Context: an optimization exercise on an open-source flow, tuned for small area and a short achievable clock period. The choices shown serve that exercise and are no tape-out recipe.
In this exercise RTL edits were held to simulation tests only and were not proved equivalent to the original.

**design/flow/design.v**
```verilog
module glyph_top (
    input            clk,
    input      [7:0] character_generator,
    input      [9:0] x,
    input      [9:0] y,
    input      [9:0] base_x,
    input      [9:0] base_y,
    output reg       pixel
);
    reg [7:0] ch_r;
    reg [9:0] x_r, y_r, bx_r, by_r;
    wire      pix;
    acelerometro_generator gen (
        .character_generator(ch_r),
        .x(x_r),
        .y(y_r),
        .base_x(bx_r),
        .base_y(by_r),
        .pixel(pix)
    );
    always @(posedge clk) begin
        ch_r  <= character_generator;
        x_r   <= x;
        y_r   <= y;
        bx_r  <= base_x;
        by_r  <= base_y;
        pixel <= pix;
    end
endmodule

module acelerometro_generator(
    input [7:0] character_generator,
    input [9:0] x,
    input [9:0] y,
    input [9:0] base_x,
    input [9:0] base_y,
    output pixel
);
    localparam LETTER_HEIGHT = 100;
    localparam LETTER_WIDTH  = 60;
    localparam LINE_WIDTH    = 20;
    reg pix;
    always @(*) begin
        pix = 1'b0;
        case(character_generator)
8'h58: if ((x - base_x) >= ((y - base_y) * (LETTER_WIDTH - LINE_WIDTH)) / LETTER_HEIGHT &&
            (x - base_x) <= ((y - base_y) * (LETTER_WIDTH - LINE_WIDTH)) / LETTER_HEIGHT + LINE_WIDTH &&
            (y >= base_y) && (y < base_y + LETTER_HEIGHT)) 
            pix = 1'b1;
        else if ((x - base_x) >= (((LETTER_HEIGHT - (y - base_y)) * (LETTER_WIDTH - LINE_WIDTH)) / LETTER_HEIGHT) &&
                 (x - base_x) <= (((LETTER_HEIGHT - (y - base_y)) * (LETTER_WIDTH - LINE_WIDTH)) / LETTER_HEIGHT + LINE_WIDTH) &&
                 (y >= base_y) && (y < base_y + LETTER_HEIGHT))
            pix = 1'b1;
				8'h59: begin
    if ((x >= base_x + (y - base_y) * (LETTER_WIDTH/2 - LINE_WIDTH/2) / (LETTER_HEIGHT/2)) &&
        (x < base_x + (y - base_y) * (LETTER_WIDTH/2 - LINE_WIDTH/2) / (LETTER_HEIGHT/2) + LINE_WIDTH) &&
        (y >= base_y) && (y < base_y + LETTER_HEIGHT/2))
        pix = 1'b1;
    else if ((x >= base_x + LETTER_WIDTH - (y - base_y) * (LETTER_WIDTH/2 - LINE_WIDTH/2) / (LETTER_HEIGHT/2) - LINE_WIDTH) &&
             (x < base_x + LETTER_WIDTH - (y - base_y) * (LETTER_WIDTH/2 - LINE_WIDTH/2) / (LETTER_HEIGHT/2)) &&
             (y >= base_y) && (y < base_y + LETTER_HEIGHT/2))
        pix = 1'b1;
    else if ((x >= base_x + LETTER_WIDTH/2 - LINE_WIDTH/2) &&
             (x < base_x + LETTER_WIDTH/2 + LINE_WIDTH/2) &&
             (y >= base_y + LETTER_HEIGHT/2) && (y < base_y + LETTER_HEIGHT))
        pix = 1'b1;
end
8'h5A: begin
    if ((x >= base_x) && (x < base_x + LETTER_WIDTH) && (y >= base_y) && (y < base_y + LINE_WIDTH))
        pix = 1'b1;
    else if ((x >= base_x) && (x < base_x + LETTER_WIDTH) &&
             (y >= base_y + LETTER_HEIGHT - LINE_WIDTH) && (y < base_y + LETTER_HEIGHT))
        pix = 1'b1;
    else if ((x >= base_x + LETTER_WIDTH - (y - base_y) * LETTER_WIDTH / LETTER_HEIGHT - LINE_WIDTH/2) &&
             (x < base_x + LETTER_WIDTH - (y - base_y) * LETTER_WIDTH / LETTER_HEIGHT + LINE_WIDTH/2) &&
             (y > base_y) && (y < base_y + LETTER_HEIGHT))
        pix = 1'b1;
end
    8'h3D: if (((x >= base_x) && (x < base_x + LETTER_WIDTH) &&
            (y >= base_y + LETTER_HEIGHT / 3) && (y < base_y + LETTER_HEIGHT / 3 + LINE_WIDTH)) ||                       ((x >= base_x) && (x < base_x + LETTER_WIDTH) &&
            (y >= base_y + 2 * LETTER_HEIGHT / 3) && (y < base_y + 2 * LETTER_HEIGHT / 3 + LINE_WIDTH)))
    pix = 1'b1;
	 8'h2D: if ((x >= base_x) && (x < base_x + LETTER_WIDTH) &&
           (y >= base_y + LETTER_HEIGHT / 2 - LINE_WIDTH / 2) && 
           (y < base_y + LETTER_HEIGHT / 2 + LINE_WIDTH / 2))
    pix = 1'b1;
    8'h30: if (((x >= base_x) && (x < base_x + LINE_WIDTH) && (y >= base_y) && (y < base_y + LETTER_HEIGHT)) ||   
               ((x >= base_x + LETTER_WIDTH - LINE_WIDTH) && (x < base_x + LETTER_WIDTH) && (y >= base_y) && (y < base_y + LETTER_HEIGHT)) ||  
               ((x >= base_x) && (x < base_x + LETTER_WIDTH) && (y >= base_y) && (y < base_y + LINE_WIDTH)) ||  
               ((x >= base_x) && (x < base_x + LETTER_WIDTH) && (y >= base_y + LETTER_HEIGHT - LINE_WIDTH) && (y < base_y + LETTER_HEIGHT)))  
        pix = 1'b1;
    8'h31: if (((x >= base_x + LETTER_WIDTH / 2 - LINE_WIDTH / 2) && (x < base_x + LETTER_WIDTH / 2 + LINE_WIDTH / 2) && (y >= base_y) && (y < base_y + LETTER_HEIGHT)) ||  
               ((y >= base_y + LETTER_HEIGHT - LINE_WIDTH) && (y < base_y + LETTER_HEIGHT) && (x >= base_x) && (x < base_x + LETTER_WIDTH)))  
        pix = 1'b1;
    8'h32: if (((y >= base_y) && (y < base_y + LINE_WIDTH) && (x >= base_x) && (x < base_x + LETTER_WIDTH)) ||   
               ((y >= base_y + LETTER_HEIGHT - LINE_WIDTH) && (y < base_y + LETTER_HEIGHT) && (x >= base_x) && (x < base_x + LETTER_WIDTH)) ||  
               ((x >= base_x + LETTER_WIDTH - LINE_WIDTH) && (x < base_x + LETTER_WIDTH) && (y >= base_y) && (y < base_y + LETTER_HEIGHT / 2)) ||  
               ((x >= base_x) && (x < base_x + LINE_WIDTH) && (y >= base_y + LETTER_HEIGHT / 2) && (y < base_y + LETTER_HEIGHT)))  
        pix = 1'b1;
    8'h33: if (((x >= base_x) && (x < base_x + LETTER_WIDTH) && (y >= base_y) && (y < base_y + LINE_WIDTH)) ||  
               ((x >= base_x) && (x < base_x + LETTER_WIDTH) && (y >= base_y + LETTER_HEIGHT / 2 - LINE_WIDTH / 2) && (y < base_y + LETTER_HEIGHT / 2 + LINE_WIDTH / 2)) ||  
               ((x >= base_x) && (x < base_x + LETTER_WIDTH) && (y >= base_y + LETTER_HEIGHT - LINE_WIDTH) && (y < base_y + LETTER_HEIGHT)) ||  
               ((x >= base_x + LETTER_WIDTH - LINE_WIDTH) && (x < base_x + LETTER_WIDTH) && (y >= base_y) && (y < base_y + LETTER_HEIGHT)))  
        pix = 1'b1;
    8'h34: if (((x >= base_x) && (x < base_x + LINE_WIDTH) && (y >= base_y) && (y < base_y + LETTER_HEIGHT / 2)) ||  
               ((x >= base_x) && (x < base_x + LETTER_WIDTH) && (y >= base_y + LETTER_HEIGHT / 2 - LINE_WIDTH / 2) && (y < base_y + LETTER_HEIGHT / 2 + LINE_WIDTH / 2)) ||  
               ((x >= base_x + LETTER_WIDTH - LINE_WIDTH) && (x < base_x + LETTER_WIDTH) && (y >= base_y) && (y < base_y + LETTER_HEIGHT)))  
        pix = 1'b1;
    8'h35: if (((x >= base_x) && (x < base_x + LETTER_WIDTH) && (y >= base_y) && (y < base_y + LINE_WIDTH)) ||  
               ((x >= base_x) && (x < base_x + LINE_WIDTH) && (y >= base_y) && (y < base_y + LETTER_HEIGHT / 2)) ||  
               ((x >= base_x) && (x < base_x + LETTER_WIDTH) && (y >= base_y + LETTER_HEIGHT / 2 - LINE_WIDTH / 2) && (y < base_y + LETTER_HEIGHT / 2 + LINE_WIDTH / 2)) ||  
               ((x >= base_x + LETTER_WIDTH - LINE_WIDTH) && (x < base_x + LETTER_WIDTH) && (y >= base_y + LETTER_HEIGHT / 2) && (y < base_y + LETTER_HEIGHT)) ||  
               ((x >= base_x) && (x < base_x + LETTER_WIDTH) && (y >= base_y + LETTER_HEIGHT - LINE_WIDTH) && (y < base_y + LETTER_HEIGHT)))  
        pix = 1'b1;
    8'h36: if (((x >= base_x) && (x < base_x + LINE_WIDTH) && (y >= base_y) && (y < base_y + LETTER_HEIGHT)) ||  
               ((x >= base_x + LETTER_WIDTH - LINE_WIDTH) && (x < base_x + LETTER_WIDTH) && (y >= base_y + LETTER_HEIGHT / 2) && (y < base_y + LETTER_HEIGHT)) ||  
               ((x >= base_x) && (x < base_x + LETTER_WIDTH) && (y >= base_y + LETTER_HEIGHT / 2 - LINE_WIDTH / 2) && (y < base_y + LETTER_HEIGHT / 2 + LINE_WIDTH / 2)) ||  
               ((x >= base_x) && (x < base_x + LETTER_WIDTH) && (y >= base_y + LETTER_HEIGHT - LINE_WIDTH) && (y < base_y + LETTER_HEIGHT)))  
        pix = 1'b1;
    8'h37: if (((x >= base_x) && (x < base_x + LETTER_WIDTH) && (y >= base_y) && (y < base_y + LINE_WIDTH)) ||  
               ((x >= base_x + LETTER_WIDTH - LINE_WIDTH) && (x < base_x + LETTER_WIDTH) && (y >= base_y) && (y < base_y + LETTER_HEIGHT)))  
        pix = 1'b1;
8'h38: if (((x >= base_x) && (x < base_x + LETTER_WIDTH) && (y >= base_y) && (y < base_y + LINE_WIDTH)) ||  
           ((x >= base_x) && (x < base_x + LETTER_WIDTH) && (y >= base_y + LETTER_HEIGHT - LINE_WIDTH) && (y < base_y + LETTER_HEIGHT)) ||  
           ((x >= base_x) && (x < base_x + LINE_WIDTH) && (y >= base_y) && (y < base_y + LETTER_HEIGHT)) ||  
           ((x >= base_x + LETTER_WIDTH - LINE_WIDTH) && (x < base_x + LETTER_WIDTH) && (y >= base_y) && (y < base_y + LETTER_HEIGHT)) ||  
           ((x >= base_x) && (x < base_x + LETTER_WIDTH) && (y >= base_y + LETTER_HEIGHT / 2 - LINE_WIDTH / 2) && (y < base_y + LETTER_HEIGHT / 2 + LINE_WIDTH / 2)))  
    pix = 1'b1;
8'h39: if (((x >= base_x + LETTER_WIDTH - LINE_WIDTH) && (x < base_x + LETTER_WIDTH) && (y >= base_y) && (y < base_y + LETTER_HEIGHT)) ||  
           ((x >= base_x) && (x < base_x + LINE_WIDTH) && (y >= base_y) && (y < base_y + LETTER_HEIGHT / 2)) ||  
           ((x >= base_x) && (x < base_x + LETTER_WIDTH) && (y >= base_y + LETTER_HEIGHT / 2 - LINE_WIDTH / 2) && (y < base_y + LETTER_HEIGHT / 2 + LINE_WIDTH / 2)) ||  
           ((x >= base_x) && (x < base_x + LETTER_WIDTH) && (y >= base_y && y < base_y + LINE_WIDTH)))  
    pix = 1'b1;
        endcase
    end
    assign pixel = pix;
endmodule
```
**design/flow/constraint.sdc**
```tcl
create_clock -name core_clock -period 80.0 [get_ports {clk}]
set_input_delay 16.0000 -clock core_clock [delete_from_list [all_inputs] [get_ports {clk}]]
set_output_delay 16.0000 -clock core_clock [all_outputs]
set_load 0.01 [all_outputs]
```
**design/flow/config.mk**
```make
export PLATFORM = sky130hd
export DESIGN_NAME = glyph_top
export DESIGN_NICKNAME = glyph_top
export VERILOG_FILES = /design/flow/design.v
export SDC_FILE = /design/flow/constraint.sdc
export NUM_CORES = 4
export LEC_CHECK = 0
export CAP_MARGIN = 20
export CORE_MARGIN = 2
export CORE_UTILIZATION = 40
export SLEW_MARGIN = 20
```
**design/flow/run.sh**
```bash
#!/bin/bash
# synth_recipe.tcl (not shown) runs the flow's synth.tcl, then flattens the netlist and writes it again
# the make line also repeats each setting of config.mk as NAME=value (left out here)
make -C /OpenROAD-flow-scripts/flow DESIGN_CONFIG=/design/flow/config.mk WORK_HOME=/design/flow/orfs CLKGATE_MAP_FILE= SYNTH_SCRIPT=/design/flow/synth_recipe.tcl finish
```
==> notes.md <==
==> logic make-up after synthesis <==
logic type                 share of synthesized area [%]
and+or+nand+nor                                     28.1
DFF                                                 2.61
AOI/OAI and AO/OA                                   31.1
adders and majority gates                           16.6
xor gates and xnor gates                            14.1
buffers and inverters                               4.86
muxes                                               2.65
==> routing by layer <==
metal	global-route usage, %	wire length [µm]	vias up
met3	3.41	10100	208
li1	-	-	19810
met1	39.2	63600	19242
met5	0	12	-
met4	6.79	3520	2
met2	42.2	58000	1603
==> area by class of cell <==
| type | count | area, µm² |
|---|---|---|
| Clock buffer | 6 | 129 |
| Clock inverter | 2 | 13.8 |
| Fill cell | 9825 | 53800 |
| Inverter | 253 | 957 |
| Multi-Input combinational cell | 4860 | 34800 |
| Sequential cell | 49 | 981 |
| Tap cell | 1254 | 1570 |
| Timing Repair Buffer | 112 | 963 |
==> cell usage after synthesis (all sizes together), types with 73 or more instances <==
cell,count,area [µm²]
ha,449,5620
nor2b,104,651
nand4,80,507
a31oi,73,499
nor2,445,1670
a21oi,440,2220
inv,247,935
a211oi,89,723
o21ai,327,1660
a21o,100,758
nand2b,111,694
and2,85,532
clkbuf,124,467
xnor2,434,3890
nor3,183,978
nand3,163,833
xor2,159,1410
nand2,441,1670
==> state kept, by name, indices dropped and copies added (netlist names) <==
signal  flops
ch_r        8
bx_r       10
x_r        10
by_r       10
pixel       1
y_r        10
==> path summary, 6_finish.rpt <==
path | start | endpoint | slack, ns | cells past startpoint
max | by_r[1]$_DFF_P_ | pixel$_DFF_P_ | 34.33 | 140
max reg2reg | by_r[1]$_DFF_P_ | pixel$_DFF_P_ | 34.33 | 140
min reg2reg | ch_r[6]$_DFF_P_ | pixel$_DFF_P_ | 0.85 | 4
min | ch_r[6]$_DFF_P_ | pixel$_DFF_P_ | 0.85 | 4
==> worst min-delay path, stage by stage (launching register included) <==
cell       delay [ns]
dfxtp_1          0.33
nand3b_1         0.16
nor4_1           0.12
o21ai_0          0.08
o2111ai_1        0.10
==> impl_results.md <==
- Arr. time, crit path: between 40 and 50 ns
- Crit Path Class: register to register
- DRC Markers: 0
- Seq cells post-synth: slightly below 50
- FFs w/ async S/R, synth: 0%
- First-pass GRT wire length: around 210 mm
- Clock skew: ~0.0057 ns
- Mapped Cells: around 5,400
- Diode count: 0
- # IOs: 50
- CTS tree: built
- CP bufs+invs: 11
- Achievable Freq: 0.0219 GHz
- CP peak stage delay: 0.89 ns
- Cell family with most CP delay: compound AO/OA/AOI/OAI gates
- Commonest cells after routing, fill and taps aside: ha_1 (449), nor2_1 (445), nand2_1 (436), a21oi_1 (432), xnor2_1 (422)
- Gr usage total: between 20 and 30%
- Design area: slightly below 40,000 µm²
- Post-layout util: between 40 and 50%
- Via Count: 40,865
- First drt pass iteration count: 7
- Final setup fails: 0
- CTS clk-pin slew, worst paths: roughly 0.080 ns
- H-tree Lvls: 2
- Antenna Nets Post-Route: 0
- Initial antenna violation count: 1
- Syn. warnings: 2
- Worst hold path class: register to register
- Status: complete, no violations
- Post-CTS Hold Buffers: 0
- Fin. max-slew vios: 0
- Routed WL: 135 mm
- CTS buffer count: 5
- Max FO, Critical Path: 32
- Critical path launch point type: register
- Port Buffers: roughly 50
- Starting Density: about two fifths
- Synth-to-layout area growth: 5.03%
- Share of cells above drive strength 1: a little over 6%
- Root Driver: clkbuf_16
- Die area: about 96,000 µm²
- CTS-repair resized insts: 0
- Post-synth cell types: 150
- Critical Path RT: around 80 ns
- Tmin final: roughly 46 ns
- Grt total ovfl: 0
- Non-filler instance count after layout: 6,536
- Dpl cell area: between 30,000 and 40,000 µm²
- Post-synthesis sequential area ratio: ~2.6%
- DR vias/cell: 6.25
- Ys flop type: dfxtp_1
- Initial DRC Count: roughly 4,100
- Largest net degree at the start of global routing: 60
- Mapped Area: 37,500 µm²
- Nets: 5,800
- Unrepaired setup endpoints after global routing: no
- Skew-Pair Late Insertion Delay: roughly 0.33 ns
- Tcrit/Tclk final: a little under three fifths
- Commonest non-fill, non-tap cell in the layout: ha_1
- Critical path's slowest cell: a21oi_1
- Post-synth EDFFs: 0
- Vias in the first global route: 37,476
- Crit path top cell by count: a21oi_1
- Crit end category: register
- Row cnt: 112
- Worst Slack Setup Final: 34.33 ns
- Core box area: between 90,000 and 100,000 µm²
- Postcts setup bufs: 0
- Detailed-placement wirelength estimate: roughly 110 mm
- Worst slew pin tran: 1.19 ns
- Die Width: 310 µm
- Clock Tree Buf Depth: 2
- Final hold violation count: 0
- Sink Count: 49
- Avg WL per Cell: around 21 µm
- Synthesized Nets: 5,875
- Setup TNS: 0 ns
- Relative slew slack: 20.0%
- Die Ht: 310 µm
- Routability cong.: around 1.0
- Pre-CTS setup slack: ~36 ns
- Syn_area_per_cell: 7.01 µm²
- Placed insts: about 6,500
- Worst hold slack: about 0.85 ns
- Max Cap Viol: 0

separate check: timing with driven ports:
The results above use ideal ports. As a check the final layout listed here was re-extracted and re-timed, cells and wires unchanged.
Step 1 (the two cells are an assumption about what drives the block):
set clk [get_ports {clk}]
set_driving_cell -lib_cell sky130_fd_sc_hd__clkbuf_16 $clk
set_driving_cell -lib_cell sky130_fd_sc_hd__buf_2 [delete_from_list [all_inputs] $clk]
Step 2 times the ports against the registers' clock, not the clock port: input delays grow and output delays shrink by t, the midpoint of the rising clock arrivals with the driver on.
Three values: ideal ports, drivers, drivers and shift; two values: the first two.
shift t [ns]: 0.381
slack for setup (ns): 34.325 / 34.325 / 34.325
hold WS [ns]: 0.845 / 0.845 / 0.845
worst data-port slew with drivers (ns): 0.04
pins driven straight from the clock port: 1
After both steps setup and hold are still met in this run. For this run, drivers alone change the setup slack by 0.000 ns; drivers and shift together by 0.000 ns.
